Background: an optimization exercise with open tools, aiming at small area. Do not read the settings as production practice.
Function was checked by simulation only, so behaviour that the tests miss may differ from the original.
No driver is modelled on the clock port, so clock power and skew are understated where the tree is cut down; a real chip needs a root buffer or a tree.
Power and IR drop assume default switching activity.

==> flow/design.v <==
`timescale 1ns / 1ps
module fir2n #(parameter WIDTH_DATA = 8, parameter N_TAPS = 16, parameter LOG2_N_TAPS = 4, parameter WIDTH_COEF0 = 8, parameter WIDTH_MAC_OUT = 8)(
    input clk, rst,
    input [WIDTH_DATA-1:0] din,
    output reg [WIDTH_MAC_OUT-1:0] dout
    );
    reg [4:0] cnt;           
    reg       flush;         
    wire [3:0] ph = cnt[3:0];
    always @(posedge clk) begin
        if (rst) begin
            cnt <= 5'd0;
            flush <= 1'b1;
        end else begin
            cnt <= cnt + 5'd1;
            if (cnt == 5'd31) flush <= 1'b0;
        end
    end
    reg [7:0] e1;
    reg [7:0] l1 [0:16];
    reg [7:0] l2 [0:14];
    integer i;
    always @(posedge clk) begin
        l2[0] <= (flush | ph == 4'd13) ? l1[15] : l2[14];
        l2[1] <= (ph == 4'd15) ? din : l2[0];
        for (i = 2; i < 15; i = i + 1) l2[i] <= l2[i-1];
        if (ph == 4'd13) e1 <= l2[14];
        l1[0] <= flush ? 8'd0 : l1[16];
        for (i = 1; i < 16; i = i + 1) l1[i] <= l1[i-1];
        l1[16] <= (ph == 4'd13) ? e1 : l1[15];
    end
    reg [7:0] a, nb;
    wire first = (ph == 4'd15);
    wire [7:0] a0 = first ? 8'd0 : a;
    wire [7:0] s1 = a0 ^ l1[0] ^ l2[0];
    wire [7:0] c1 = (a0 & l1[0]) | (a0 & l2[0]) | (l1[0] & l2[0]);
    wire [7:0] sa, ca;
    wire [7:0] x2 = {c1[6:0], 1'b0};
    assign sa = s1 ^ x2 ^ {ca[6:0], 1'b0};
    assign ca = (s1 & x2) | (s1 & {ca[6:0], 1'b0}) | (x2 & {ca[6:0], 1'b0});
    wire [7:0] sb, cb;
    assign sb = nb ^ a ^ {cb[6:0], 1'b0};
    assign cb = (nb & a) | (nb & {cb[6:0], 1'b0}) | (a & {cb[6:0], 1'b0});
    always @(posedge clk) begin
        a <= sa;
        nb <= first ? 8'hff : sb;
    end
    wire [7:0] y = {a[3:0] + ~nb[7:4], ~nb[3:0]};
    always @(posedge clk) begin
        if (rst)
            dout <= 8'd0;
        else if (first)
            dout <= flush ? 8'd0 : y;
    end
endmodule
==> flow/flow/run.sh <==
#!/bin/bash
# Standard layout, with small port buffers, no CTS dummy loads, a clock tree
# of one root buffer and leaf buffers, and power (size) recovery.
bash standard.sh BUFFER_PORTS_ARGS="-buffer_cell sky130_fd_sc_hd__buf_1" RECOVER_POWER=100 \
  CTS_ARGS="-sink_clustering_enable -repair_clock_nets -dont_use_dummy_load -buf_list sky130_fd_sc_hd__clkbuf_16 -sink_clustering_size 40 -sink_clustering_max_diameter 60" \
  POST_CTS_TCL="$PWD/flow/post_cts.tcl" \
  finish > standard.log 2>&1
==> flow/flow/post_cts.tcl <==
# Collapse the intermediate levels of the clock tree: every clock buffer
# whose output drives only other clock buffers is removed and its loads
# are moved to its input net.
set block [ord::get_db_block]
set changed 1
while {$changed} {
  set changed 0
  foreach inst [$block getInsts] {
    set master [[$inst getMaster] getName]
    if {![string match "sky130_fd_sc_hd__clkbuf_*" $master]} { continue }
    set a [$inst findITerm A]
    set x [$inst findITerm X]
    if {$a == "NULL" || $x == "NULL"} { continue }
    set in [$a getNet]
    set out [$x getNet]
    if {$in == "NULL" || $out == "NULL"} { continue }
    # the input must come from another buffer, not from the clock port
    if {[llength [$in getBTerms]] > 0} { continue }
    set only_bufs 1
    set loads {}
    foreach it [$out getITerms] {
      if {[$it getInst] == $inst} { continue }
      set m [[[$it getInst] getMaster] getName]
      if {![string match "sky130_fd_sc_hd__clkbuf_*" $m]} { set only_bufs 0; break }
      lappend loads $it
    }
    if {!$only_bufs || [llength $loads] == 0} { continue }
    puts "collapse clock buffer [$inst getName] ([llength $loads] loads)"
    foreach it $loads {
      $it disconnect
      $it connect $in
    }
    $a disconnect
    $x disconnect
    odb::dbInst_destroy $inst
    odb::dbNet_destroy $out
    set changed 1
    break
  }
}
estimate_parasitics -placement
report_clock_skew
==> flow/standard.sh <==
#!/bin/bash
# synth_recipe.tcl (not shown) runs the flow's synth.tcl, then flattens the netlist and writes it again
# the make line also repeats each setting of config.mk as NAME=value (left out here)
make -C /OpenROAD-flow-scripts/flow DESIGN_CONFIG=/design/flow/config.mk WORK_HOME=/design/flow/orfs CLKGATE_MAP_FILE= SYNTH_SCRIPT=/design/flow/synth_recipe.tcl "${@:-finish}"
==> flow/config.mk <==
export PLATFORM = sky130hd
export DESIGN_NAME = fir2n
export DESIGN_NICKNAME = fir2n
export VERILOG_FILES = /design/flow/design.v
export SDC_FILE = /design/flow/constraint.sdc
export NUM_CORES = 4
export LEC_CHECK = 0
export CAP_MARGIN = 20
export CORE_MARGIN = 2
export CORE_UTILIZATION = 70
export SLEW_MARGIN = 20
==> flow/constraint.sdc <==
create_clock -name core_clock -period 4.5 [get_ports {clk}]
set_input_delay 0.9000 -clock core_clock [delete_from_list [all_inputs] [get_ports {clk}]]
set_output_delay 0.9000 -clock core_clock [all_outputs]
set_load 0.01 [all_outputs]
==> flow_summary.json, run 1 <==
{
  "status": "complete, no violations",
  "report.power.total_mw": 3.75,
  "portBuffers": 17,
  "synth_xor_area_share_pct": 1.20,
  "ys_top_cells_by_count": "286 x dfxtp_1, 33 x nand2_1, 19 x fa_1, 9 x nor2b_1",
  "crit_chain": "ha_1 -> nand3_2 -> clkbuf_1 -> and2_0 -> fa_1 -> fa_1 -> fa_1 -> fa_1 -> fa_1 -> fa_1 -> xor2_1 -> xnor2_1 -> xnor2_1",
  "slew_headroom_pct": 34.2,
  "drt-total-wl_um": 8810,
  "critical_path_required_ns": 4.84,
  "yosysWarnings": 3,
  "synthMuxAreaShare_pct": 2.89,
  "synthCells": 448,
  "fin_tns_setup_ns": 0,
  "synth-edff-count": 8,
  "grt_pass1_wl_um": 14500,
  "hp-class": "flop to flop",
  "setup_violations": 0,
  "avgSynthCellArea_um2": 16.3,
  "critPathLaunch": "cnt[0]$_SDFF_PP0_",
  "ys_seq_area_share_pct": 81.9,
  "synthAdderAreaFrac_pct": 6.60,
  "drc": 0,
  "async_flop_share_pct": 0,
  "hold_viol": 0,
  "synth_top_cell_area_share_pct": 78.6,
  "fin_crit_sh_pct": 93.7,
  "clkTransAtPathRegs_ns": 0.11,
  "worst-setup-path-type": "flop to flop",
  "max_freq_ghz": 0.237,
  "firstDrtPassIters": 4,
  "rr_startpoint": "cnt[0]$_SDFF_PP0_",
  "antenna_cells": 0,
  "antenna_found_initial": 0,
  "dieArea_mm2": 0.0112,
  "syn_area_mm2": 0.00728,
  "endpoint_kind": "flop",
  "crit_top_cell": "fa_1",
  "cts_num_sinks": 294,
  "drt_iter0_markers": 99,
  "cp_data_arrival_time_ns": 4.55,
  "hold_start": "l1[5][1]$_DFF_P_",
  "drive_gt1_share_pct": 5.56,
  "gp_congestion": 0.756,
  "peakVddDrop_mv": 0.363,
  "rsz0062_at_grt": "no",
  "synth_cell_type_count": 29,
  "power.density_mw_per_mm2": 489,
  "synth_simple_gate_area_share_pct": 5.45,
  "synth_most_common_cell": "dfxtp_1",
  "core-area_mm2": 0.0102,
  "slowest_stage": "fa_1",
  "vias_per_cell": 4.72,
  "fill_cells": 621,
  "grt_max_degree": 41,
  "regArea_mm2": 0.00597,
  "synth_compound_area_share_pct": 0.893,
  "clock_skew_ns": 0.0426,
  "multi_input_area_mm2": 0.00120,
  "synth_seq_cells": 294,
  "synthTopCellsByArea": "dfxtp_1 79%, fa_1 5.2%, edfxtp_1 3.3%",
  "start_util_pct": 71.2,
  "holdWs_ns": 0.301,
  "ios": 18,
  "post_drt_wl_per_cell_um": 14.6,
  "fin_crit_ns": 4.22,
  "syn2layout_area_growth_pct": 5.43,
  "start_kind": "flop",
  "postLayoutCellArea_mm2": 0.00768,
  "insertion_delay_ns": 0.41,
  "yosys.area.top_type": "dfxtp_1",
  "rows": 37,
  "crit_path_max_incr_delay_ns": 0.46,
  "drtAntennaViolNets": 0,
  "die_y_um": 106,
  "synth_top_family_by_area": "adder cells",
  "synth_ff_type": "dfxtp_1",
  "power_leakage_nw": 3.15,
  "path_max_fanout": 8,
  "overflow": 0,
  "post_dp_cell_area_mm2": 0.00748,
  "fin_nets": 507,
  "grt_usage_pct": 17.7,
  "die_w_um": 106,
  "drv_cap": 0,
  "syn_nets": 485,
  "grt_pass1_vias": 2907,
  "num_vias": 2850,
  "worst_slew_pin_slew_ns": 0.988,
  "report.final.slew_viol_count": 0,
  "dpl.hpwl_um": 5690
}
-- cell type report --
type / instances / area share (%)
Inverter: 6 / 0.293
Multi-Input combinational cell: 139 / 15.6
Tap cell: 136 / 2.22
Timing Repair Buffer: 19 / 0.929
Sequential cell: 294 / 77.7
Clock buffer: 10 / 3.26
-- registers in the layout (all words and copies together), names as in the netlist --
name,count
a,8
e1,8
nb,8
cnt,5
dout,8
l1,136
flush,1
l2,120
-- worst max-delay path, delay by kind of cell, from the launching register on --
| family | cells | cell delay, ns |
|---|---|---|
| adders and majority gates | 7 | 2.69 |
| xor gates and xnor gates | 3 | 0.49 |
| DFF | 1 | 0.40 |
| and+or+nand+nor | 2 | 0.36 |
| buffers and inverters | 1 | 0.22 |
-- placed cells by master, fill, tap and decap left out, drive strengths merged --
cell,instances
xor2,4
buf,16
and2,7
inv,6
xnor2,6
a21oi,9
a21o,1
clkbuf,13
and3,2
edfxtp,8
dfxtp,286
fa,19
or3,5
nor2b,9
mux2,16
nand3,3
ha,8
o41ai,1
or2b,1
nand2b,7
nand3b,3
nand2,33
nor2,5
-- stage by stage --
step / util [%] / std cells / worst slack, ns
after floorplan: - / 448 / 0.361
after global placement: 73.1 / 594 / 0.433
after detailed placement: 73.1 / 594 / 0.342
after global routing: 75.0 / 604 / 0.0925
final: 75.0 / 604 / 0.285
-- path summary, 6_finish.rpt --
path	depth (start not counted)	to	slack, ns
max	13	a[7]$_DFF_P_	0.28
min	0	l1[6][1]$_DFF_P_	0.30
max reg2reg	13	a[7]$_DFF_P_	0.28
min reg2reg	0	l1[6][1]$_DFF_P_	0.30
-- logic make-up after synthesis --
| group | Yosys count |
|---|---|
| flops | 294 |
| simple gates | 75 |
| fa+ha+maj | 27 |
| mux | 16 |
| buf+inv | 15 |
| compound gates | 11 |
| xor+xnor | 10 |
-- per-layer routing --
metal | wire length, µm | vias up | GRT usage (%)
li1 | - | 1438 | -
met1 | 4420 | 1369 | 23.7
met2 | 3970 | 30 | 27.6
met3 | 259 | 13 | 5.03
met4 | 157 | 0 | 7.05
met5 | 0 | - | 0
-- power by group --
part	switching (mW)	internal, mW	total, mW
clock network	0.665	0.405	1.07
registers	0.0139	2.63	2.64
logic	0.0190	0.0213	0.0403
total	0.698	3.05	3.75
==> inputs of run 2 (changes only) <==
--- a/flow/design.v
+++ b/flow/design.v
@@ -19,3 +19,4 @@
     reg [7:0] e1;
-    reg [7:0] l1 [0:16];
+    reg [7:0] l1 [0:15];
+    reg [7:0] l1n16;         
     reg [7:0] l2 [0:14];
@@ -27,5 +28,5 @@
         if (ph == 4'd13) e1 <= l2[14];
-        l1[0] <= flush ? 8'd0 : l1[16];
+        l1[0] <= ~({8{flush}} | l1n16);
         for (i = 1; i < 16; i = i + 1) l1[i] <= l1[i-1];
-        l1[16] <= (ph == 4'd13) ? e1 : l1[15];
+        l1n16 <= ~((ph == 4'd13) ? e1 : l1[15]);
     end
@@ -48,7 +49,8 @@
     wire [7:0] y = {a[3:0] + ~nb[7:4], ~nb[3:0]};
+    wire clr = rst | (first & flush);
     always @(posedge clk) begin
-        if (rst)
+        if (clr)
             dout <= 8'd0;
         else if (first)
-            dout <= flush ? 8'd0 : y;
+            dout <= y;
     end
--- a/flow/flow/post_cts.tcl
+++ b/flow/flow/post_cts.tcl
@@ -40,2 +40,22 @@
 }
+
+# Downsize the root buffer, which drives only leaf buffers, and leaf
+# buffers with few sinks.
+set small [[ord::get_db] findMaster sky130_fd_sc_hd__clkbuf_8]
+foreach inst [$block getInsts] {
+  if {[[$inst getMaster] getName] != "sky130_fd_sc_hd__clkbuf_16"} { continue }
+  set out [[$inst findITerm X] getNet]
+  if {$out == "NULL"} { continue }
+  set n 0
+  set bufs 0
+  foreach it [$out getITerms] {
+    if {[$it getInst] == $inst} { continue }
+    incr n
+    if {[string match "sky130_fd_sc_hd__clkbuf_*" [[[$it getInst] getMaster] getName]]} { incr bufs }
+  }
+  if {($bufs == $n && $n <= 12) || $n <= 20} {
+    puts "downsize clock buffer [$inst getName] ($n loads)"
+    $inst swapMaster $small
+  }
+}
 estimate_parasitics -placement
==> run 2 against run 1 <==
  * Hold slack better by 0.0070 ns
  * Via count up 0.11%
  * Clock power about the same
  * Final cell count up 0.17%
  * Design area down 0.37%
  * Synthesized cell count unchanged
==> flow_summary.json, run 2 <==
{
  "rsz0062_at_grt": "no",
  "p_int_mw": 3.23,
  "critical_path_required_ns": 4.89,
  "yosys.area.top_type": "dfxtp_1",
  "synth_seq_cells": 294,
  "crit_chain": "ha_1 -> nand3_4 -> and2_0 -> fa_1 -> ha_1 -> fa_1 -> fa_1 -> fa_1 -> fa_1 -> fa_1 -> xor2_1 -> xnor2_1 -> xnor2_1",
  "overflow": 0,
  "peakVddDrop_mv": 0.432,
  "cts_num_sinks": 294,
  "final_common_cell": "dfxtp_1",
  "synth_top_cell_area_share_pct": 79.3,
  "slew_headroom_pct": 19.8,
  "ys_seq_area_share_pct": 82.6,
  "regMostFlops": "l1",
  "largestRegisters": "l1: 128 flops, l2: 120 flops",
  "p_comb_share_pct": 6.9,
  "rows": 37,
  "sequentialPowerShare_pct": 66.9,
  "grt_usage_pct": 18.8,
  "slowest_stage": "fa_1",
  "die_y_um": 106,
  "clkTransAtPathRegs_ns": 0.12,
  "layout_common_cells": "286 x dfxtp_1, 33 x nand2_1, 19 x fa_1, 16 x buf_1, 13 x nor2_1",
  "drive_gt1_share_pct": 3.84,
  "power_leakage_nw": 3.05,
  "synth_ff_type": "dfxtp_1",
  "post_drt_wl_per_cell_um": 15.3,
  "finalWorstSetupSlack_ns": 0.283,
  "status": "complete, no violations",
  "grt_pass1_wl_um": 15200,
  "synthTopCellsByArea": "dfxtp_1 79%, fa_1 5.3%, edfxtp_1 3.3%",
  "grt_max_degree": 39,
  "fin_crit_sh_pct": 93.7,
  "p_clk_share_pct": 26.3,
  "yosysWarnings": 3,
  "power.density_mw_per_mm2": 534,
  "firstDrtPassIters": 4,
  "hold_viol": 0,
  "dpl.hpwl_um": 5540,
  "gp_congestion": 0.765,
  "drv_cap": 0,
  "grt_pass1_vias": 2899,
  "antenna_cells": 0,
  "report.power.total_mw": 4.08,
  "avgSynthCellArea_um2": 16.1,
  "syn_nets": 485,
  "max_freq_ghz": 0.237,
  "rr_worst_depth": 13,
  "syn2layout_area_growth_pct": 5.94,
  "synth_most_common_cell": "dfxtp_1",
  "report.final.slew_viol_count": 0,
  "insertion_delay_ns": 0.49,
  "drc": 0,
  "holdWs_ns": 0.308,
  "synth-edff-count": 8,
  "fill_cells": 641,
  "ys_top_cells_by_count": "286 x dfxtp_1, 33 x nand2_1, 19 x fa_1, 12 x nor2_1, 9 x a21oi_1",
  "core-area_mm2": 0.0102,
  "syn_area_mm2": 0.00722,
  "vias_per_cell": 4.72,
  "fin_crit_ns": 4.22,
  "num_vias": 2853,
  "place_ws_ns": 0.229,
  "hp-class": "flop to flop",
  "ios": 18,
  "synthCells": 448,
  "die_w_um": 106,
  "endpoint_kind": "flop",
  "cp_data_arrival_time_ns": 4.61,
  "switchingPower_uw": 855,
  "worst_slew_pin_slew_ns": 1.20,
  "min_path_cells": 0,
  "path_max_fanout": 13,
  "portBuffers": 17,
  "drtAntennaViolNets": 0,
  "synth_cell_type_count": 26,
  "fin_nets": 508,
  "setup_violations": 0,
  "crit_path_max_incr_delay_ns": 0.44,
  "utilization_pct": 75.1,
  "crit_top_cell": "fa_1",
  "async_flop_share_pct": 0,
  "worst-setup-path-type": "flop to flop",
  "switching_share_pct": 20.9,
  "drt_iter0_markers": 135,
  "dieArea_mm2": 0.0111,
  "start_kind": "flop",
  "fin_tns_setup_ns": 0,
  "largest_register_ffs": 128,
  "clock_skew_ns": 0.0283,
  "antenna_found_initial": 0,
  "drt-total-wl_um": 9280,
  "start_util_pct": 70.9
}
-- run 2: cell types whose count changed in the layout (fill, tap and decap cells not counted), sizes merged --
cell,before,now
clkbuf,13,14
mux2,16,8
mux2i,0,8
nand2b,7,8
nor2,5,13
nor2b,9,1
or2b,1,0
-- run 2: power by group through the flow --
stage	Sequential [mW]	Clock [mW]	Combinational [mW]
6_report	2.73	1.07	0.280
5_1_grt	2.74	1.18	0.335
2_1_floorplan	2.77	0	0.216
3_3_place_gp	2.79	0	0.261
3_5_place_dp	2.79	0	0.275
-- run 2: metrics by stage --
step | instances | cell area (µm²)
after floorplan | 448 | 7220
final | 605 | 7650
after global placement | 594 | 7410
after detailed placement | 594 | 7410
after global routing | 605 | 7650
-- run 2: final timing paths --
path                     start               end  slack, ns
max reg2reg  cnt[0]$_SDFF_PP0_      a[7]$_DFF_P_       0.28
min reg2reg   l2[8][3]$_DFF_P_  l2[9][3]$_DFF_P_       0.31
min           l2[8][3]$_DFF_P_  l2[9][3]$_DFF_P_       0.31
max          cnt[0]$_SDFF_PP0_      a[7]$_DFF_P_       0.28
-- run 2: layout make-up --
type	instances	area, µm²	area share, %
tap	136	170	2.22
multi-input combinational	139	1170	15.2
clock buffer	11	253	3.30
timing repair buffer	19	71.3	0.932
sequential	294	5970	78.0
inverter	6	22.5	0.294
-- run 2: critical path, delay by kind of cell (launching register included) --
kind,cells,cell delay (ns)
adder cells (fa/ha/maj),8,2.84
XOR/XNOR,3,0.50
flip-flops,1,0.40
AND/OR/NAND/NOR,2,0.39
-- run 2: routing by layer --
metal	GRT usage, %	up-vias	share of wire, %
li1	-	1435	-
met2	27.9	23	46
met3	4.82	15	2.6
met5	0	-	0
met1	26.5	1380	50
met4	8.46	0	2.0
-- run 2: cells by family (layout without fill, tap and decap cells) --
kind of cell,after synthesis,count (layout),synth area share [%]
xor+xnor,10,10,1.21
flops,294,294,82.6
fa+ha+maj,27,27,6.66
mux,16,16,2.36
compound gates,11,11,0.849
simple gates,75,75,5.20
buf+inv,15,36,1.09
==> inputs of run 3 (changes only) <==
==> flow/flow/run.sh (replaced) <==
#!/bin/bash
# Standard layout, with small port buffers, no CTS dummy loads, a clock tree
# of one root buffer and leaf buffers, and power (size) recovery.
bash standard.sh BUFFER_PORTS_ARGS="-buffer_cell sky130_fd_sc_hd__buf_1" RECOVER_POWER=100 \
  CTS_ARGS="-sink_clustering_enable -repair_clock_nets -dont_use_dummy_load -buf_list sky130_fd_sc_hd__clkbuf_8 -sink_clustering_size 20 -sink_clustering_max_diameter 50" \
  POST_CTS_TCL="$PWD/flow/post_cts.tcl" \
  finish > standard.log 2>&1
==> run 3 against run 2 <==
  * Sequential share of layout area rose by 0.27 points
  * Still clean
  * Clock-buffer cell count rose by 6
  * Largest power group unchanged
  * Power fell by 1.9%
  * Clock power fell by 7%
  * Highest routed layer unchanged
==> flow_summary.json, run 3 <==
{
  "status": "complete, no violations",
  "slew_headroom_pct": 17.0,
  "multi_input_area_mm2": 0.00116,
  "gp_congestion": 0.765,
  "routed.top_layer": "met4",
  "power.density_mw_per_mm2": 525,
  "synth_top_cell_area_share_pct": 79.3,
  "portBuffers": 17,
  "max_freq_ghz": 0.239,
  "drive_gt1_share_pct": 5.26,
  "overflow": 0,
  "hp-class": "flop to flop",
  "critical_path_required_ns": 4.90,
  "insertion_delay_ns": 0.46,
  "fin_tns_setup_ns": 0,
  "rr_worst_depth": 13,
  "worst_slew_pin_slew_ns": 1.25,
  "regArea_mm2": 0.00597,
  "antenna_found_initial": 0,
  "synthCells": 448,
  "drtAntennaViolNets": 0,
  "fill_cells": 647,
  "ios": 18,
  "grt_pass1_vias": 2888,
  "async_flop_share_pct": 0,
  "endpoint_kind": "flop",
  "crit_chain": "ha_1 -> nand3_2 -> and2_0 -> fa_1 -> ha_1 -> fa_1 -> fa_1 -> fa_1 -> fa_1 -> fa_1 -> xor2_1 -> xnor2_1 -> xnor2_1",
  "vias_per_cell": 4.65,
  "syn2layout_area_growth_pct": 5.58,
  "routed-wl-met3_um": 285,
  "drc": 0,
  "holdWs_ns": 0.275,
  "grt_usage_pct": 17.8,
  "fin_crit_ns": 4.19,
  "synthTopCellsByArea": "dfxtp_1 79%, fa_1 5.3%, edfxtp_1 3.3%",
  "layout_common_cells": "286 x dfxtp_1, 33 x nand2_1, 19 x fa_1, 17 x clkbuf_8, 16 x buf_1",
  "post_drt_wl_per_cell_um": 14.1,
  "wl_met2_um": 3830,
  "final_common_cell": "dfxtp_1",
  "drt_iter0_markers": 105,
  "fin_nets": 514,
  "start_kind": "flop",
  "fin_crit_sh_pct": 93.1,
  "ff2ff_setup_slack_ns": 0.31,
  "endpoint": "a[7]$_DFF_P_",
  "num_vias": 2840,
  "rsz0062_at_grt": "no",
  "grt_pass1_wl_um": 14500,
  "cts_num_sinks": 294,
  "dpl.hpwl_um": 5540,
  "drv_cap": 0,
  "synth_cell_type_count": 26,
  "power_leakage_nw": 3.04,
  "largest_register_ffs": 128,
  "setup_violations": 0,
  "grt_max_degree": 27,
  "rr_startpoint": "cnt[0]$_SDFF_PP0_",
  "synth-edff-count": 8,
  "yosysWarnings": 3,
  "ys_seq_area_share_pct": 82.6,
  "synth_ff_type": "dfxtp_1",
  "clkTransAtPathRegs_ns": 0.11,
  "drt-total-wl_um": 8620,
  "core-area_mm2": 0.0102,
  "regMostFlops": "l1",
  "syn_area_mm2": 0.00722,
  "clock_skew_ns": 0.0437,
  "crit_path_max_incr_delay_ns": 0.44,
  "die_w_um": 106,
  "met1_length_um": 4400,
  "largestRegisters": "l1: 128 flops, l2: 120 flops",
  "rows": 37,
  "yosys.area.top_type": "dfxtp_1",
  "peakVddDrop_mv": 0.417,
  "worst-setup-path-type": "flop to flop",
  "antenna_cells": 0,
  "report.final.slew_viol_count": 0,
  "syn_nets": 485,
  "path_max_fanout": 13,
  "hold_viol": 0,
  "cp_data_arrival_time_ns": 4.59,
  "start_util_pct": 70.9,
  "crit_top_cell": "fa_1",
  "ys_top_cells_by_count": "286 x dfxtp_1, 33 x nand2_1, 19 x fa_1, 12 x nor2_1, 9 x a21oi_1",
  "slowest_stage": "fa_1",
  "dieArea_mm2": 0.0111,
  "synth_seq_cells": 294,
  "reg2reg_to": "a[7]$_DFF_P_",
  "die_y_um": 106,
  "synth_most_common_cell": "dfxtp_1",
  "critPathLaunch": "cnt[0]$_SDFF_PP0_",
  "firstDrtPassIters": 4,
  "avgSynthCellArea_um2": 16.1
}
==> run 3: worst max-delay path, delay by kind of cell (launching register included) <==
family	cells	cell delay [ns]
flip-flops	1	0.38
XOR/XNOR	3	0.48
AND/OR/NAND/NOR	2	0.49
adder cells (fa/ha/maj)	8	2.81
==> run 3: kinds of logic after synthesis <==
| family | share of synthesized area, % |
|---|---|
| flops | 82.6 |
| simple gates | 5.20 |
| fa+ha+maj | 6.66 |
| mux | 2.36 |
| buf+inv | 1.09 |
| compound gates | 0.849 |
| xor+xnor | 1.21 |
==> run 3: per-stage QoR <==
step                area (µm²)  setup WS (ns)  power, mW  utilization [%]  instances
detailed placement        7410          0.229       3.06             72.8        594
global placement          7410          0.346       3.05             72.8        594
global route              7620         0.0528       4.20             74.8        611
finish                    7620          0.309       4.00             74.8        611
floorplan                 7220          0.359       2.99                -        448
==> run 3: final cells by class <==
class | count | area share, %
sequential | 294 | 78.3
multi-input combinational | 139 | 15.2
clock buffer | 17 | 3.07
tap | 136 | 2.23
timing repair buffer | 19 | 0.936
inverter | 6 | 0.295
==> run 3: worst min path at each step <==
| stage | start | endpoint | depth (start not counted) |
|---|---|---|---|
| 6_report | l2[6][6]$_DFF_P_ | l2[7][6]$_DFF_P_ | 0 |
| 5_1_grt | l2[6][6]$_DFF_P_ | l2[7][6]$_DFF_P_ | 0 |
| 3_5_place_dp | l1[11][5]$_DFF_P_ | l1[12][5]$_DFF_P_ | 0 |
| 3_3_place_gp | l2[2][1]$_DFF_P_ | l2[3][1]$_DFF_P_ | 0 |
| 2_1_floorplan | l1[9][0]$_DFF_P_ | l1[10][0]$_DFF_P_ | 0 |
==> run 3: layer usage <==
layer  track usage [%]  vias to the layer above
li1                  -                     1449
met1              25.4                     1347
met2              25.4                       31
met3              6.31                       13
met4              6.77                        0
met5                 0                        -
==> run 3: where the power goes <==
part / total [mW] / internal [mW] / switching (mW) / leakage, nW
sequential: 2.73 / 2.68 / 0.0519 / 2.38
clock: 0.996 / 0.339 / 0.657 / 0.122
combinational: 0.278 / 0.151 / 0.127 / 0.537
total: 4.00 / 3.17 / 0.836 / 3.04
==> inputs of run 4 (changes only) <==
==> flow/flow/run.sh (replaced) <==
#!/bin/bash
# Standard layout, with small port buffers, no CTS dummy loads, a clock tree
# of one root buffer and leaf buffers, and power (size) recovery.
bash standard.sh BUFFER_PORTS_ARGS="-buffer_cell sky130_fd_sc_hd__buf_1" RECOVER_POWER=100 \
  CTS_ARGS="-sink_clustering_enable -repair_clock_nets -dont_use_dummy_load -buf_list sky130_fd_sc_hd__clkbuf_16 -sink_clustering_size 45 -sink_clustering_max_diameter 60" \
  POST_CTS_TCL="$PWD/flow/post_cts.tcl" \
  finish > standard.log 2>&1
==> run 4 against run 3 <==
  * Combinational power is essentially flat
  * Final cell count is 0.98% lower
  * Sequential share of layout area shrank 0.27 points
  * Setup slack got worse by 0.026 ns
  * Sequential power is essentially flat
  * Core utilization rose by 0.26 points
  * Hold slack better by 0.033 ns
  * Critical path type unchanged
==> flow_summary.json, run 4 <==
{
  "rows": 37,
  "die_w_um": 106,
  "clock_skew_ns": 0.0283,
  "rsz0062_at_grt": "no",
  "synth_seq_cells": 294,
  "reg2reg_to": "a[7]$_DFF_P_",
  "overflow": 0,
  "holdWs_ns": 0.308,
  "start_kind": "flop",
  "antenna_cells": 0,
  "num_vias": 2853,
  "drive_gt1_share_pct": 3.84,
  "final_common_cell": "dfxtp_1",
  "yosys.area.top_type": "dfxtp_1",
  "post_drt_wl_per_cell_um": 15.3,
  "critPathLaunch": "cnt[0]$_SDFF_PP0_",
  "portBuffers": 17,
  "ios": 18,
  "synth_top_cell_area_share_pct": 79.3,
  "peakVddDrop_mv": 0.432,
  "gp_congestion": 0.765,
  "worst-setup-path-type": "flop to flop",
  "drt-total-wl_um": 9280,
  "grt_pass1_vias": 2899,
  "hp-class": "flop to flop",
  "slew_headroom_pct": 19.8,
  "insertion_delay_ns": 0.49,
  "setup_violations": 0,
  "vias_per_cell": 4.72,
  "synth_cell_type_count": 26,
  "syn2layout_area_growth_pct": 5.94,
  "hold_viol": 0,
  "core-area_mm2": 0.0102,
  "dieArea_mm2": 0.0111,
  "critical_path_required_ns": 4.89,
  "drtAntennaViolNets": 0,
  "rr_startpoint": "cnt[0]$_SDFF_PP0_",
  "hold_start": "l2[8][3]$_DFF_P_",
  "drv_cap": 0,
  "synth_most_common_cell": "dfxtp_1",
  "cts_num_sinks": 294,
  "dpl.hpwl_um": 5540,
  "syn_area_mm2": 0.00722,
  "min_path_cells": 0,
  "rr_worst_depth": 13,
  "status": "complete, no violations",
  "drc": 0,
  "report.final.slew_viol_count": 0,
  "crit_top_cell": "fa_1",
  "post_dp_cell_area_mm2": 0.00741,
  "fin_crit_ns": 4.22,
  "cp_data_arrival_time_ns": 4.61,
  "power.density_mw_per_mm2": 534,
  "yosysWarnings": 3,
  "ys_top_cells_by_count": "286 x dfxtp_1, 33 x nand2_1, 19 x fa_1, 12 x nor2_1, 9 x a21oi_1",
  "synth_ff_type": "dfxtp_1",
  "ff2ff_setup_slack_ns": 0.28,
  "start_util_pct": 70.9,
  "antenna_found_initial": 0,
  "postLayoutCellArea_mm2": 0.00765,
  "fin_nets": 508,
  "fill_cells": 641,
  "worst_slew_pin_slew_ns": 1.20,
  "grt_max_degree": 39,
  "fin_tns_setup_ns": 0,
  "synthCells": 448,
  "crit_path_max_incr_delay_ns": 0.44,
  "avgSynthCellArea_um2": 16.1,
  "fin_crit_sh_pct": 93.7,
  "utilization_pct": 75.1,
  "synth-edff-count": 8,
  "endpoint_kind": "flop",
  "syn_nets": 485,
  "clkTransAtPathRegs_ns": 0.12,
  "drt_iter0_markers": 135,
  "die_y_um": 106,
  "ys_seq_area_share_pct": 82.6,
  "largestRegisters": "l1: 128 flops, l2: 120 flops",
  "layout_common_cells": "286 x dfxtp_1, 33 x nand2_1, 19 x fa_1, 16 x buf_1, 13 x nor2_1",
  "synthTopCellsByArea": "dfxtp_1 79%, fa_1 5.3%, edfxtp_1 3.3%",
  "crit_chain": "ha_1 -> nand3_4 -> and2_0 -> fa_1 -> ha_1 -> fa_1 -> fa_1 -> fa_1 -> fa_1 -> fa_1 -> xor2_1 -> xnor2_1 -> xnor2_1",
  "slowest_stage": "fa_1",
  "min_to": "l2[9][3]$_DFF_P_",
  "max_freq_ghz": 0.237,
  "largest_register_ffs": 128,
  "regMostFlops": "l1",
  "grt_pass1_wl_um": 15200,
  "power_leakage_nw": 3.05,
  "grt_usage_pct": 18.8,
  "firstDrtPassIters": 4,
  "async_flop_share_pct": 0,
  "path_max_fanout": 13
}
[run 4: changes by cell type in the layout (fill, tap and decap cells not counted), sizes merged]
cell    change
clkbuf      -6
[run 4: cell type report]
cell class | instances | area [µm²] | share of cell area [%]
Timing Repair Buffer | 19 | 71.3 | 0.932
Inverter | 6 | 22.5 | 0.294
Tap cell | 136 | 170 | 2.22
Clock buffer | 11 | 253 | 3.30
Multi-Input combinational cell | 139 | 1170 | 15.2
Sequential cell | 294 | 5970 | 78.0
[run 4: through the flow]
step                setup slack [ns]  power [mW]  std cells
floorplan                      0.359        2.99        448
global placement               0.346        3.05        594
global route                  0.0717        4.25        605
finish                         0.283        4.08        605
detailed placement             0.229        3.06        594
[run 4: routing by layer]
metal  vias to the layer above  part of all wire [%]  GRT usage (%)
met4                         0                   2.0           8.46
met1                      1380                    50           26.5
li1                       1435                     -              -
met3                        15                   2.6           4.82
met5                         -                     0              0
met2                        23                    46           27.9
[run 4: cells by family (layout without fill, tap and decap cells)]
kind of cell	Yosys count	after routing	share of synthesized area, %
DFF	294	294	82.6
and+or+nand+nor	75	75	5.20
adders and majority gates	27	27	6.66
muxes	16	16	2.36
buffers and inverters	15	36	1.09
AOI/OAI and AO/OA	11	11	0.849
xor gates and xnor gates	10	10	1.21
[run 4: how the worst max path moves through the flow]
stage / slack (ns) / depth (start not counted) / endpoint
final: 0.28 / 13 / a[7]$_DFF_P_
after global placement: 0.35 / 13 / a[7]$_DFF_P_
after detailed placement: 0.23 / 13 / a[7]$_DFF_P_
after global routing: 0.07 / 13 / a[7]$_DFF_P_
after floorplan: 0.36 / 15 / a[7]$_DFF_P_
[run 4: power breakdown]
group	switching, mW	internal (mW)
combinational	0.128	0.151
sequential	0.0525	2.68
clock	0.674	0.399
total	0.855	3.23
[run 4: worst max-delay path, delay by kind of cell, from the launching register on]
kind	cells	cell delay (ns)
adders and majority gates	8	2.84
DFF	1	0.40
and+or+nand+nor	2	0.39
xor gates and xnor gates	3	0.50
==> inputs of run 5 (changes only) <==
==> flow/flow/run.sh (replaced) <==
#!/bin/bash
# Standard layout, with small port buffers, no CTS dummy loads, a clock tree
# of one root buffer and leaf buffers, and power (size) recovery.
bash standard.sh BUFFER_PORTS_ARGS="-buffer_cell sky130_fd_sc_hd__buf_1" RECOVER_POWER=100 \
  CTS_ARGS="-sink_clustering_enable -repair_clock_nets -dont_use_dummy_load -buf_list sky130_fd_sc_hd__clkbuf_8 -sink_clustering_size 22 -sink_clustering_max_diameter 60" \
  POST_CTS_TCL="$PWD/flow/post_cts.tcl" \
  finish > standard.log 2>&1
--- a/flow/config.mk
+++ b/flow/config.mk
@@ -9,3 +9,3 @@
 export CORE_MARGIN = 2
-export CORE_UTILIZATION = 70
+export CORE_UTILIZATION = 60
 export SLEW_MARGIN = 20
==> run 5 against run 4 <==
  * Highest routed layer unchanged
  * Clock-buffer cell count increased by 4
  * Setup slack improved by 0.093 ns
  * Clock power decreased by 9.7%
  * Hold slack got worse by 0.0078 ns
  * Via count increased by 0.14%
  * Sequential power about the same
  * Non-clock buffer count unchanged
  * First-iteration DRC count decreased by 4.4%
==> flow_summary.json, run 5 <==
{
  "p_clk_share_pct": 24.3,
  "switchingPower_uw": 842,
  "largest_register_ffs": 128,
  "fin_cells": 620,
  "p_int_mw": 3.13,
  "power_leakage_nw": 3.03,
  "vias_per_cell": 4.61,
  "clock_skew_ns": 0.0294,
  "place_inst": 605,
  "antenna_cells": 0,
  "syn2layout_area_growth_pct": 5.44,
  "ff2ff_setup_slack_ns": 0.38,
  "ios": 18,
  "firstDrtPassIters": 4,
  "portBuffers": 17,
  "drt_iter0_markers": 129,
  "layout_common_cells": "286 x dfxtp_1, 33 x nand2_1, 19 x fa_1, 16 x buf_1, 15 x clkbuf_8",
  "power.density_mw_per_mm2": 521,
  "worst_slew_pin_slew_ns": 0.836,
  "fin_crit_ns": 4.12,
  "ys_seq_area_share_pct": 82.6,
  "crit_chain": "ha_1 -> nand3_2 -> and2_0 -> fa_1 -> ha_1 -> fa_1 -> fa_1 -> fa_1 -> fa_1 -> fa_1 -> xor2_1 -> xnor2_1 -> xnor2_1",
  "syn_area_mm2": 0.00722,
  "overflow": 0,
  "p_comb_share_pct": 7.0,
  "path_max_fanout": 6,
  "hp-class": "flop to flop",
  "grt_pass1_wl_um": 14200,
  "start_util_pct": 60.9,
  "clkTransAtPathRegs_ns": 0.12,
  "fin_crit_sh_pct": 91.7,
  "synth_ff_type": "dfxtp_1",
  "core-area_mm2": 0.0119,
  "slew_headroom_pct": 44.1,
  "dieArea_mm2": 0.0129,
  "post_drt_wl_per_cell_um": 13.7,
  "slowest_stage": "fa_1",
  "synth-edff-count": 8,
  "grt_usage_pct": 15.1,
  "report.power.total_mw": 3.97,
  "worst-path-buf-inv": 0,
  "async_flop_share_pct": 0,
  "critical_path_required_ns": 4.91,
  "start_kind": "flop",
  "sequentialPowerShare_pct": 68.6,
  "synth_top_cell_area_share_pct": 79.3,
  "cp_data_arrival_time_ns": 4.53,
  "die_w_um": 114,
  "synth_seq_cells": 294,
  "crit_path_max_incr_delay_ns": 0.44,
  "hold_viol": 0,
  "grt_pass1_vias": 2856,
  "largestRegisters": "l1: 128 flops, l2: 120 flops",
  "fin_nets": 512,
  "status": "complete, no violations",
  "synth_most_common_cell": "dfxtp_1",
  "die_y_um": 114,
  "gp_congestion": 0.739,
  "synthCells": 448,
  "switching_share_pct": 21.2,
  "syn_nets": 485,
  "ys_top_cells_by_count": "286 x dfxtp_1, 33 x nand2_1, 19 x fa_1, 12 x nor2_1, 9 x a21oi_1",
  "final_common_cell": "dfxtp_1",
  "rows": 40,
  "antenna_found_initial": 0,
  "drt-total-wl_um": 8500,
  "worst-setup-path-type": "flop to flop",
  "drive_gt1_share_pct": 5.29,
  "synth_cell_type_count": 26,
  "setup_violations": 0,
  "cts_num_sinks": 294,
  "avgSynthCellArea_um2": 16.1,
  "yosysWarnings": 3,
  "dpl.hpwl_um": 5230,
  "critPathTopFamily": "adder cells",
  "drtAntennaViolNets": 0,
  "peakVddDrop_mv": 0.324,
  "fill_cells": 914,
  "num_vias": 2857,
  "rsz0062_at_grt": "no",
  "synthTopCellsByArea": "dfxtp_1 79%, fa_1 5.3%, edfxtp_1 3.3%",
  "drc": 0,
  "yosys.area.top_type": "dfxtp_1",
  "crit_top_cell": "fa_1",
  "insertion_delay_ns": 0.47,
  "drv_cap": 0,
  "regMostFlops": "l1",
  "report.final.slew_viol_count": 0,
  "endpoint_kind": "flop",
  "grt_max_degree": 34,
  "fin_tns_setup_ns": 0,
  "max_freq_ghz": 0.242
}
==> run 5: cell counts after synthesis <==
Identical to the previous run, type by type.
==> run 5: per-layer routing <==
metal  routed length, µm  GRT usage (%)  up-vias
met5                   0              0        -
met4                 199           7.80        0
met3                 286           6.22       17
met2                3500           20.1       23
met1                4510           21.3     1371
li1                    -              -     1446
==> run 5: per-stage QoR <==
step | cell area [µm²] | setup slack (ns) | utilization (%) | hold WS [ns]
final | 7610 | 0.375 | 64.2 | 0.300
after global routing | 7610 | 0.140 | 64.2 | 0.301
after detailed placement | 7430 | 0.395 | 62.6 | 0.312
after global placement | 7430 | 0.475 | 62.6 | 0.310
after floorplan | 7220 | 0.359 | - | 0.310
==> run 5: area by class of cell <==
cell class | instances | area (µm²) | area share, %
timing repair buffer | 19 | 75.1 | 0.986
inverter | 6 | 22.5 | 0.296
tap | 147 | 184 | 2.42
sequential | 294 | 5970 | 78.4
multi-input combinational | 139 | 1160 | 15.2
clock buffer | 15 | 206 | 2.71
==> run 5: cell families after synthesis <==
group / share of synthesized area [%]
DFF: 82.6
and+or+nand+nor: 5.20
adders and majority gates: 6.66
muxes: 2.36
buffers and inverters: 1.09
AOI/OAI and AO/OA: 0.849
xor gates and xnor gates: 1.21
==> run 5: worst paths after layout <==
path / startpoint / end / cells past startpoint
worst max register to register: cnt[0]$_SDFF_PP0_ / a[7]$_DFF_P_ / 13
worst min register to register: l2[1][0]$_DFF_P_ / l2[2][0]$_DFF_P_ / 0
worst max-delay path: cnt[0]$_SDFF_PP0_ / a[7]$_DFF_P_ / 13
worst min-delay path: l2[1][0]$_DFF_P_ / l2[2][0]$_DFF_P_ / 0
==> run 5: power by group through the flow <==
stage / logic [mW] / clock network, mW / registers (mW)
finish: 0.279 / 0.966 / 2.72
global placement: 0.266 / 0 / 2.79
floorplan: 0.216 / 0 / 2.77
detailed placement: 0.278 / 0 / 2.78
global route: 0.338 / 1.10 / 2.74
==> inputs of run 6 (changes only) <==
--- a/flow/config.mk
+++ b/flow/config.mk
@@ -9,3 +9,3 @@
 export CORE_MARGIN = 2
-export CORE_UTILIZATION = 60
+export CORE_UTILIZATION = 75
 export SLEW_MARGIN = 20
==> run 6 against run 5 <==
  * First-iteration DRC count down 51%
  * Area after synthesis unchanged
  * Hold slack worse by 0.0055 ns
==> flow_summary.json, run 6 <==
{
  "layout_common_cells": "286 x dfxtp_1, 33 x nand2_1, 19 x fa_1, 16 x buf_1, 15 x clkbuf_8",
  "path_max_fanout": 10,
  "fin_cells": 602,
  "drive_gt1_share_pct": 4.44,
  "firstDrtPassIters": 4,
  "die_w_um": 102,
  "synth_ff_type": "dfxtp_1",
  "endpoint_kind": "flop",
  "grt_max_degree": 30,
  "place_inst": 587,
  "switchingPower_uw": 858,
  "yosysWarnings": 3,
  "synthTopCellsByArea": "dfxtp_1 79%, fa_1 5.3%, edfxtp_1 3.3%",
  "holdWs_ns": 0.295,
  "slew_headroom_pct": 9.91,
  "critPathTopFamily": "adder cells",
  "syn_area_mm2": 0.00722,
  "vias_per_cell": 4.87,
  "crit_chain": "ha_1 -> nand3_2 -> and2_0 -> fa_1 -> ha_1 -> fa_1 -> fa_1 -> fa_1 -> fa_1 -> fa_1 -> xor2_1 -> xnor2_1 -> xnor2_1",
  "worst-setup-path-type": "flop to flop",
  "report.final.slew_viol_count": 0,
  "cp_data_arrival_time_ns": 4.67,
  "worst-path-buf-inv": 0,
  "crit_path_max_incr_delay_ns": 0.46,
  "postLayoutCellArea_mm2": 0.00759,
  "yosys.area.top_type": "dfxtp_1",
  "final_common_cell": "dfxtp_1",
  "clock_skew_ns": 0.0373,
  "synth_cell_type_count": 26,
  "slowest_stage": "fa_1",
  "ys_seq_area_share_pct": 82.6,
  "power.density_mw_per_mm2": 525,
  "post_dp_cell_area_mm2": 0.00740,
  "synth_seq_cells": 294,
  "antenna_found_initial": 0,
  "gp_congestion": 0.794,
  "met1_length_um": 4790,
  "routed-wl-met3_um": 272,
  "rows": 35,
  "sequentialPowerShare_pct": 68.6,
  "setup_violations": 0,
  "status": "complete, no violations",
  "drtAntennaViolNets": 0,
  "p_int_mw": 3.12,
  "hold_viol": 0,
  "portBuffers": 17,
  "antenna_cells": 0,
  "regMostFlops": "l1",
  "drt-total-wl_um": 10300,
  "clkTransAtPathRegs_ns": 0.12,
  "die_y_um": 102,
  "largestRegisters": "l1: 128 flops, l2: 120 flops",
  "ios": 18,
  "dieArea_mm2": 0.0104,
  "overflow": 0,
  "wl_met2_um": 5040,
  "fin_crit_ns": 4.27,
  "fin_nets": 512,
  "power_leakage_nw": 3.03,
  "drc": 0,
  "p_clk_share_pct": 24.6,
  "ys_top_cells_by_count": "286 x dfxtp_1, 33 x nand2_1, 19 x fa_1, 12 x nor2_1, 9 x a21oi_1",
  "core-area_mm2": 0.00928,
  "cts_num_sinks": 294,
  "syn2layout_area_growth_pct": 5.08,
  "synthCells": 448,
  "grt_pass1_wl_um": 16200,
  "switching_share_pct": 21.6,
  "hp-class": "flop to flop",
  "routed.top_layer": "met4",
  "syn_nets": 485,
  "drv_cap": 0,
  "async_flop_share_pct": 0,
  "post_drt_wl_per_cell_um": 17.2,
  "grt_usage_pct": 22.4,
  "synth_most_common_cell": "dfxtp_1",
  "drt_iter0_markers": 63,
  "synth_top_cell_area_share_pct": 79.3,
  "grt_pass1_vias": 3133,
  "largest_register_ffs": 128,
  "place_ws_ns": 0.295,
  "report.power.total_mw": 3.98,
  "dpl.hpwl_um": 6280,
  "fin_tns_setup_ns": 0,
  "peakVddDrop_mv": 0.366,
  "critPathLaunch": "cnt[0]$_SDFF_PP0_",
  "start_kind": "flop",
  "critical_path_required_ns": 4.91,
  "fin_crit_sh_pct": 94.8,
  "start_util_pct": 77.8,
  "worst_slew_pin_slew_ns": 1.35,
  "insertion_delay_ns": 0.47,
  "rsz0062_at_grt": "no",
  "utilization_pct": 81.7,
  "synth-edff-count": 8,
  "p_comb_share_pct": 6.8,
  "hold_start": "l1[8][6]$_DFF_P_",
  "crit_top_cell": "fa_1",
  "max_freq_ghz": 0.234,
  "rr_startpoint": "cnt[0]$_SDFF_PP0_",
  "avgSynthCellArea_um2": 16.1,
  "finalWorstSetupSlack_ns": 0.232,
  "num_vias": 2930
}
run 6: cell count changes in the layout (fill, tap and decap cells not counted):
cell / before / now
mux2_1: 0 / 3
mux2_2: 8 / 5
buf_4: 1 / 0
clkbuf_1: 2 / 3
run 6: area by class of cell:
| class | count | area (µm²) |
|---|---|---|
| Timing Repair Buffer | 19 | 71.3 |
| Sequential cell | 294 | 5970 |
| Fill cell | 486 | 1700 |
| Tap cell | 129 | 161 |
| Multi-Input combinational cell | 139 | 1160 |
| Clock buffer | 15 | 206 |
| Inverter | 6 | 22.5 |
run 6: kinds of logic after synthesis:
| kind of cell | share of synthesized area [%] |
|---|---|
| buffers and inverters | 1.09 |
| AOI/OAI and AO/OA | 0.849 |
| DFF | 82.6 |
| muxes | 2.36 |
| adders and majority gates | 6.66 |
| and+or+nand+nor | 5.20 |
| xor gates and xnor gates | 1.21 |
run 6: final timing paths:
check / end / slack [ns] / depth (start not counted)
worst max register to register: a[7]$_DFF_P_ / 0.23 / 13
worst min-delay path: l1[9][6]$_DFF_P_ / 0.29 / 0
worst min register to register: l1[9][6]$_DFF_P_ / 0.29 / 0
worst max-delay path: a[7]$_DFF_P_ / 0.23 / 13
run 6: metal layers:
metal / track usage (%) / up-vias
li1: - / 1443
met2: 36.4 / 40
met5: 0 / -
met3: 6.98 / 21
met4: 9.95 / 0
met1: 28.0 / 1426
run 6: power groups by stage:
| stage | clock [mW] | sequential (mW) | combinational [mW] |
|---|---|---|---|
| after global routing | 1.08 | 2.74 | 0.321 |
| final | 0.980 | 2.73 | 0.272 |
| after global placement | 0 | 2.79 | 0.260 |
| after detailed placement | 0 | 2.79 | 0.274 |
| after floorplan | 0 | 2.77 | 0.216 |
==> inputs of run 7 (changes only) <==
--- a/flow/config.mk
+++ b/flow/config.mk
@@ -9,3 +9,3 @@
 export CORE_MARGIN = 2
-export CORE_UTILIZATION = 75
+export CORE_UTILIZATION = 70
 export SLEW_MARGIN = 20
==> run 7 against run 6 <==
  * Still clean on timing, DRC and antenna
  * Flip-flop and latch count is the same
  * Critical path depth is the same
  * Via count shrank 2.8%
  * Critical path type unchanged
  * Highest routed layer unchanged
==> flow_summary.json, run 7 <==
{
  "final_common_cell": "dfxtp_1",
  "syn2layout_area_growth_pct": 5.20,
  "hold_start": "l2[8][6]$_DFF_P_",
  "drv_cap": 0,
  "syn_area_mm2": 0.00722,
  "crit_chain": "ha_1 -> nand3_2 -> and2_1 -> fa_1 -> ha_1 -> fa_1 -> fa_1 -> fa_1 -> fa_1 -> fa_1 -> xor2_1 -> xnor2_1 -> xnor2_1",
  "synth_ff_type": "dfxtp_1",
  "hp-class": "flop to flop",
  "antenna_cells": 0,
  "sequentialPowerShare_pct": 68.9,
  "synthCells": 448,
  "cts_num_sinks": 294,
  "clock_skew_ns": 0.0342,
  "ys_seq_area_share_pct": 82.6,
  "ys_top_cells_by_count": "286 x dfxtp_1, 33 x nand2_1, 19 x fa_1, 12 x nor2_1, 9 x a21oi_1",
  "fin_crit_sh_pct": 94.3,
  "critPathTopFamily": "adder cells",
  "ios": 18,
  "synth_cell_type_count": 26,
  "insertion_delay_ns": 0.46,
  "post_drt_wl_per_cell_um": 14.2,
  "endpoint_kind": "flop",
  "yosysWarnings": 3,
  "dpl.hpwl_um": 5540,
  "fin_crit_ns": 4.24,
  "yosys.area.top_type": "dfxtp_1",
  "fin_nets": 512,
  "status": "complete, no violations",
  "syn_nets": 485,
  "drive_gt1_share_pct": 4.86,
  "max_freq_ghz": 0.236,
  "power.density_mw_per_mm2": 521,
  "overflow": 0,
  "start_util_pct": 70.9,
  "grt_usage_pct": 17.8,
  "regMostFlops": "l1",
  "min_path_cells": 0,
  "path_max_fanout": 13,
  "power_leakage_nw": 3.03,
  "grt_max_degree": 27,
  "crit_path_max_incr_delay_ns": 0.43,
  "antenna_found_initial": 0,
  "post_dp_cell_area_mm2": 0.00741,
  "worst-setup-path-type": "flop to flop",
  "switchingPower_uw": 831,
  "reg2reg_to": "a[7]$_DFF_P_",
  "postLayoutCellArea_mm2": 0.00759,
  "worst_slew_pin_slew_ns": 1.25,
  "die_y_um": 106,
  "critical_path_required_ns": 4.89,
  "min_to": "l2[9][6]$_DFF_P_",
  "drt_iter0_markers": 114,
  "grt_pass1_wl_um": 14400,
  "die_w_um": 106,
  "synth-edff-count": 8,
  "avgSynthCellArea_um2": 16.1,
  "rsz0062_at_grt": "no",
  "fin_tns_setup_ns": 0,
  "largest_register_ffs": 128,
  "p_int_mw": 3.13,
  "p_clk_share_pct": 24.1,
  "slowest_stage": "fa_1",
  "setup_violations": 0,
  "report.final.slew_viol_count": 0,
  "worst-path-buf-inv": 0,
  "rr_startpoint": "cnt[0]$_SDFF_PP0_",
  "gp_congestion": 0.765,
  "peakVddDrop_mv": 0.388,
  "synth_seq_cells": 294,
  "clkTransAtPathRegs_ns": 0.12,
  "synthTopCellsByArea": "dfxtp_1 79%, fa_1 5.3%, edfxtp_1 3.3%",
  "synth_top_cell_area_share_pct": 79.3,
  "async_flop_share_pct": 0,
  "dieArea_mm2": 0.0111,
  "switching_share_pct": 21.0,
  "synth_most_common_cell": "dfxtp_1",
  "vias_per_cell": 4.68,
  "rr_worst_depth": 13,
  "portBuffers": 17,
  "slew_headroom_pct": 16.4,
  "core-area_mm2": 0.0102,
  "largestRegisters": "l1: 128 flops, l2: 120 flops",
  "firstDrtPassIters": 4,
  "drt-total-wl_um": 8640,
  "rows": 37,
  "hold_viol": 0,
  "layout_common_cells": "286 x dfxtp_1, 33 x nand2_1, 19 x fa_1, 16 x buf_1, 15 x clkbuf_8",
  "num_vias": 2849,
  "crit_top_cell": "fa_1",
  "grt_pass1_vias": 2836,
  "start_kind": "flop",
  "cp_data_arrival_time_ns": 4.63,
  "ff2ff_setup_slack_ns": 0.26,
  "drtAntennaViolNets": 0,
  "p_comb_share_pct": 7.0,
  "drc": 0
}
## run 7: through the flow
| stage | utilization (%) | power [mW] | hold WS (ns) | cells | worst slack (ns) |
|---|---|---|---|---|---|
| global route | 74.6 | 4.15 | 0.301 | 609 | 0.00553 |
| floorplan | - | 2.99 | 0.310 | 448 | 0.359 |
| detailed placement | 72.8 | 3.06 | 0.312 | 594 | 0.229 |
| global placement | 72.8 | 3.05 | 0.310 | 594 | 0.346 |
| finish | 74.6 | 3.96 | 0.300 | 609 | 0.255 |
## run 7: power by group through the flow
stage          clock network (mW)  registers (mW)  logic (mW)
2_1_floorplan                   0            2.77       0.216
3_3_place_gp                    0            2.79       0.261
3_5_place_dp                    0            2.79       0.275
5_1_grt                      1.08            2.74       0.334
6_report                    0.953            2.73       0.277
## run 7: cells by family (layout without fill, tap and decap cells)
family	count (synthesis)	in the layout	synth area share, %
multiplexers	16	16	2.36
flip-flops	294	294	82.6
adder cells (fa/ha/maj)	27	27	6.66
AO/OA/AOI/OAI	11	11	0.849
AND/OR/NAND/NOR	75	75	5.20
XOR/XNOR	10	10	1.21
buffers and inverters	15	40	1.09
## run 7: cell type report
cell class,instances,area [µm²]
flip-flops and latches,294,5970
fillers,652,2590
multi-input cells,139,1160
clock buffers,15,206
well taps,136,170
repair buffers,19,71.3
inverters,6,22.5
## run 7: worst max-delay path by stage
stage / start / to / slack, ns / cells after the start
3_3_place_gp: cnt[0]$_SDFF_PP0_ / a[7]$_DFF_P_ / 0.35 / 13
2_1_floorplan: cnt[0]$_SDFF_PP0_ / a[7]$_DFF_P_ / 0.36 / 15
6_report: cnt[0]$_SDFF_PP0_ / a[7]$_DFF_P_ / 0.26 / 13
5_1_grt: cnt[0]$_SDFF_PP0_ / a[7]$_DFF_P_ / 0.006 / 13
3_5_place_dp: cnt[0]$_SDFF_PP0_ / a[7]$_DFF_P_ / 0.23 / 13
## run 7: worst register-to-register path: stages (launching register included)
cell and delay (ns):
dfxtp_1 0.39, ha_1 0.22, nand3_2 0.23, and2_1 0.26
fa_1 0.43, ha_1 0.22, fa_1 0.38, fa_1 0.39
fa_1 0.39, fa_1 0.39, fa_1 0.38, xor2_1 0.17
xnor2_1 0.19, xnor2_1 0.15
## run 7: metal layers
layer,track usage [%],wire [µm],vias up
met4,6.77,139,0
met2,25.1,3840,34
met3,6.86,291,12
met1,25.3,4370,1358
met5,0,0,-
li1,-,-,1445
==> inputs of run 8 (changes only) <==
==> flow/flow/run.sh (replaced) <==
#!/bin/bash
# Standard layout, with small port buffers, no CTS dummy loads, a clock tree
# of one root buffer and leaf buffers, and power (size) recovery.
bash standard.sh BUFFER_PORTS_ARGS="-buffer_cell sky130_fd_sc_hd__buf_1" RECOVER_POWER=100 \
  CTS_ARGS="-sink_clustering_enable -repair_clock_nets -dont_use_dummy_load -buf_list sky130_fd_sc_hd__clkbuf_8 -sink_clustering_size 21 -sink_clustering_max_diameter 60" \
  POST_CTS_TCL="$PWD/flow/post_cts.tcl" \
  finish > standard.log 2>&1
--- a/flow/config.mk
+++ b/flow/config.mk
@@ -9,3 +9,3 @@
 export CORE_MARGIN = 2
-export CORE_UTILIZATION = 70
+export CORE_UTILIZATION = 65
 export SLEW_MARGIN = 20
==> run 8 against run 7 <==
  * Register-to-register slack worse by 0.05 ns
  * Sequential power is essentially flat
  * Setup slack worse by 0.045 ns
  * Sequential share of layout area shrank 0.19 points
  * Clock-buffer cell count rose by 1
  * Clock skew rose by 0.011 ns
  * Combinational power about the same
  * Critical path type unchanged
  * Highest routed layer unchanged
==> flow_summary.json, run 8 <==
{
  "grt_pass1_wl_um": 13900,
  "die_w_um": 109,
  "fin_nets": 513,
  "drt-total-wl_um": 8420,
  "hold_viol": 0,
  "gp_congestion": 0.735,
  "yosysWarnings": 3,
  "core-area_mm2": 0.0108,
  "ys_top_cells_by_count": "286 x dfxtp_1, 33 x nand2_1, 19 x fa_1, 12 x nor2_1, 9 x a21oi_1",
  "top_usage_layer": "met1",
  "avgSynthCellArea_um2": 16.1,
  "drive_gt1_share_pct": 5.06,
  "switchingPower_uw": 841,
  "report.final.slew_viol_count": 0,
  "syn2layout_area_growth_pct": 5.46,
  "num_vias": 2812,
  "post_drt_wl_per_cell_um": 13.7,
  "synthCells": 448,
  "start_kind": "flop",
  "utilization_pct": 70.2,
  "antenna_found_initial": 0,
  "place_inst": 598,
  "synth_most_common_cell": "dfxtp_1",
  "synthTopCellsByArea": "dfxtp_1 79%, fa_1 5.3%, edfxtp_1 3.3%",
  "status": "complete, no violations",
  "fin_tns_setup_ns": 0,
  "die_y_um": 109,
  "rows": 38,
  "synth_ff_type": "dfxtp_1",
  "async_flop_share_pct": 0,
  "slowest_stage": "fa_1",
  "synth_seq_cells": 294,
  "path_max_fanout": 14,
  "switching_share_pct": 21.1,
  "crit_path_max_incr_delay_ns": 0.45,
  "clkTransAtPathRegs_ns": 0.11,
  "drt_iter0_markers": 99,
  "setup_violations": 0,
  "antenna_cells": 0,
  "holdWs_ns": 0.275,
  "grt_usage_pct": 16.3,
  "crit_chain": "ha_1 -> nand3_2 -> and2_0 -> fa_1 -> ha_1 -> fa_1 -> fa_1 -> fa_1 -> fa_1 -> fa_1 -> xor2_1 -> xnor2_1 -> xnor2_1",
  "largestRegisters": "l1: 128 flops, l2: 120 flops",
  "use_met2_pct": 22.4,
  "drv_cap": 0,
  "max_freq_ghz": 0.233,
  "grt_pass1_vias": 2805,
  "overflow": 0,
  "p_int_mw": 3.14,
  "synth_cell_type_count": 26,
  "ys_seq_area_share_pct": 82.6,
  "yosys.area.top_type": "dfxtp_1",
  "cts_num_sinks": 294,
  "regMostFlops": "l1",
  "portBuffers": 17,
  "final_common_cell": "dfxtp_1",
  "layout_common_cells": "286 x dfxtp_1, 33 x nand2_1, 19 x fa_1, 16 x clkbuf_8, 16 x buf_1",
  "fin_crit_ns": 4.29,
  "synth-edff-count": 8,
  "power.density_mw_per_mm2": 523,
  "clock_skew_ns": 0.0455,
  "sequentialPowerShare_pct": 68.4,
  "slew_headroom_pct": 19.3,
  "critical_path_required_ns": 4.89,
  "endpoint_kind": "flop",
  "insertion_delay_ns": 0.46,
  "syn_area_mm2": 0.00722,
  "p_clk_share_pct": 24.7,
  "syn_nets": 485,
  "vias_per_cell": 4.58,
  "ios": 18,
  "drtAntennaViolNets": 0,
  "largest_register_ffs": 128,
  "power_leakage_nw": 3.04,
  "peakVddDrop_mv": 0.371,
  "grt_use_met1_pct": 22.9,
  "rsz0062_at_grt": "no",
  "hp-class": "flop to flop",
  "fin_crit_sh_pct": 95.3,
  "grtUsageMet3_pct": 6.58,
  "dpl.hpwl_um": 5280,
  "p_comb_share_pct": 6.9,
  "fin_cells": 614,
  "drc": 0,
  "crit_top_cell": "fa_1",
  "dieArea_mm2": 0.0120,
  "start_util_pct": 66.6,
  "firstDrtPassIters": 4,
  "grt_max_degree": 26,
  "worst_slew_pin_slew_ns": 1.21,
  "worst-setup-path-type": "flop to flop",
  "cp_data_arrival_time_ns": 4.68,
  "synth_top_cell_area_share_pct": 79.3
}
==> run 8: power by group through the flow <==
stage / registers (mW) / clock network (mW) / logic [mW]
2_1_floorplan: 2.77 / 0 / 0.216
3_3_place_gp: 2.79 / 0 / 0.262
3_5_place_dp: 2.79 / 0 / 0.273
5_1_grt: 2.74 / 1.10 / 0.329
6_report: 2.73 / 0.983 / 0.275
==> run 8: worst paths after layout <==
path | endpoint | slack [ns] | cells after the start | start
min | l1[3][7]$_DFF_P_ | 0.28 | 0 | l1[2][7]$_DFF_P_
max reg2reg | a[7]$_DFF_P_ | 0.21 | 13 | cnt[0]$_SDFF_PP0_
min reg2reg | l1[3][7]$_DFF_P_ | 0.28 | 0 | l1[2][7]$_DFF_P_
max | a[7]$_DFF_P_ | 0.21 | 13 | cnt[0]$_SDFF_PP0_
==> run 8: cell type report <==
cell class / count / area (µm²)
inverter: 6 / 22.5
multi-input combinational: 139 / 1160
fill: 750 / 3230
clock buffer: 16 / 220
sequential: 294 / 5970
tap: 140 / 175
timing repair buffer: 19 / 71.3
==> run 8: per-stage QoR <==
stage / setup slack [ns] / total power, mW / area [µm²]
6_report: 0.210 / 3.98 / 7610
5_1_grt: 0.0400 / 4.17 / 7610
3_5_place_dp: 0.245 / 3.06 / 7420
3_3_place_gp: 0.330 / 3.05 / 7420
2_1_floorplan: 0.359 / 2.99 / 7220
==> run 8: worst max-delay path, delay by kind of cell (launching register included) <==
kind	cells	cell delay (ns)
flip-flops	1	0.40
AND/OR/NAND/NOR	2	0.50
adder cells (fa/ha/maj)	8	2.85
XOR/XNOR	3	0.49
==> run 8: per-layer routing <==
metal,routed length [µm],part of all wire (%)
met2,3560,42
met1,4460,53
met5,0,0
met4,145,1.7
met3,265,3.1
==> run 8: kinds of logic after synthesis <==
family / count (synthesis) / share of synthesized area [%]
xor gates and xnor gates: 10 / 1.21
buffers and inverters: 15 / 1.09
AOI/OAI and AO/OA: 11 / 0.849
adders and majority gates: 27 / 6.66
DFF: 294 / 82.6
and+or+nand+nor: 75 / 5.20
muxes: 16 / 2.36

## static timing again, ports no longer ideal
The results above use ideal ports. As a check the final layouts listed here were re-extracted and re-timed, cells and wires unchanged.
Step 1 assumes that a clkbuf_16 drives the clock port and a buf_2 every other input.
Step 2 times the ports against the registers' clock, not the clock port: input delays grow and output delays shrink by t, the midpoint of the rising clock arrivals with the driver on.
Three values: ideal, step 1, step 2; two values: the first two.
run	t (ns)	setup slack, ns	hold WS [ns]	slew at the worst register clock pin (ns)
run 1	0.425	0.285 / 0.285 / 0.285	0.301 / 0.301 / 0.301	0.12 / 0.12
run 2	0.509	0.282 / 0.283 / 0.283	0.308 / 0.308 / 0.308	0.12 / 0.12
run 3	0.473	0.309 / 0.309 / 0.309	0.275 / 0.275 / 0.275	0.11 / 0.11
run 4	0.509	0.282 / 0.283 / 0.283	0.308 / 0.308 / 0.308	0.12 / 0.12
run 5	0.492	0.375 / 0.375 / 0.375	0.300 / 0.300 / 0.300	0.12 / 0.12
run 6	0.485	0.232 / 0.232 / 0.232	0.295 / 0.295 / 0.295	0.12 / 0.12
run 7	0.475	0.255 / 0.255 / 0.255	0.300 / 0.300 / 0.300	0.12 / 0.12
run 8	0.474	0.210 / 0.210 / 0.210	0.275 / 0.275 / 0.275	0.12 / 0.12
After both steps setup and hold are still met in every run listed.
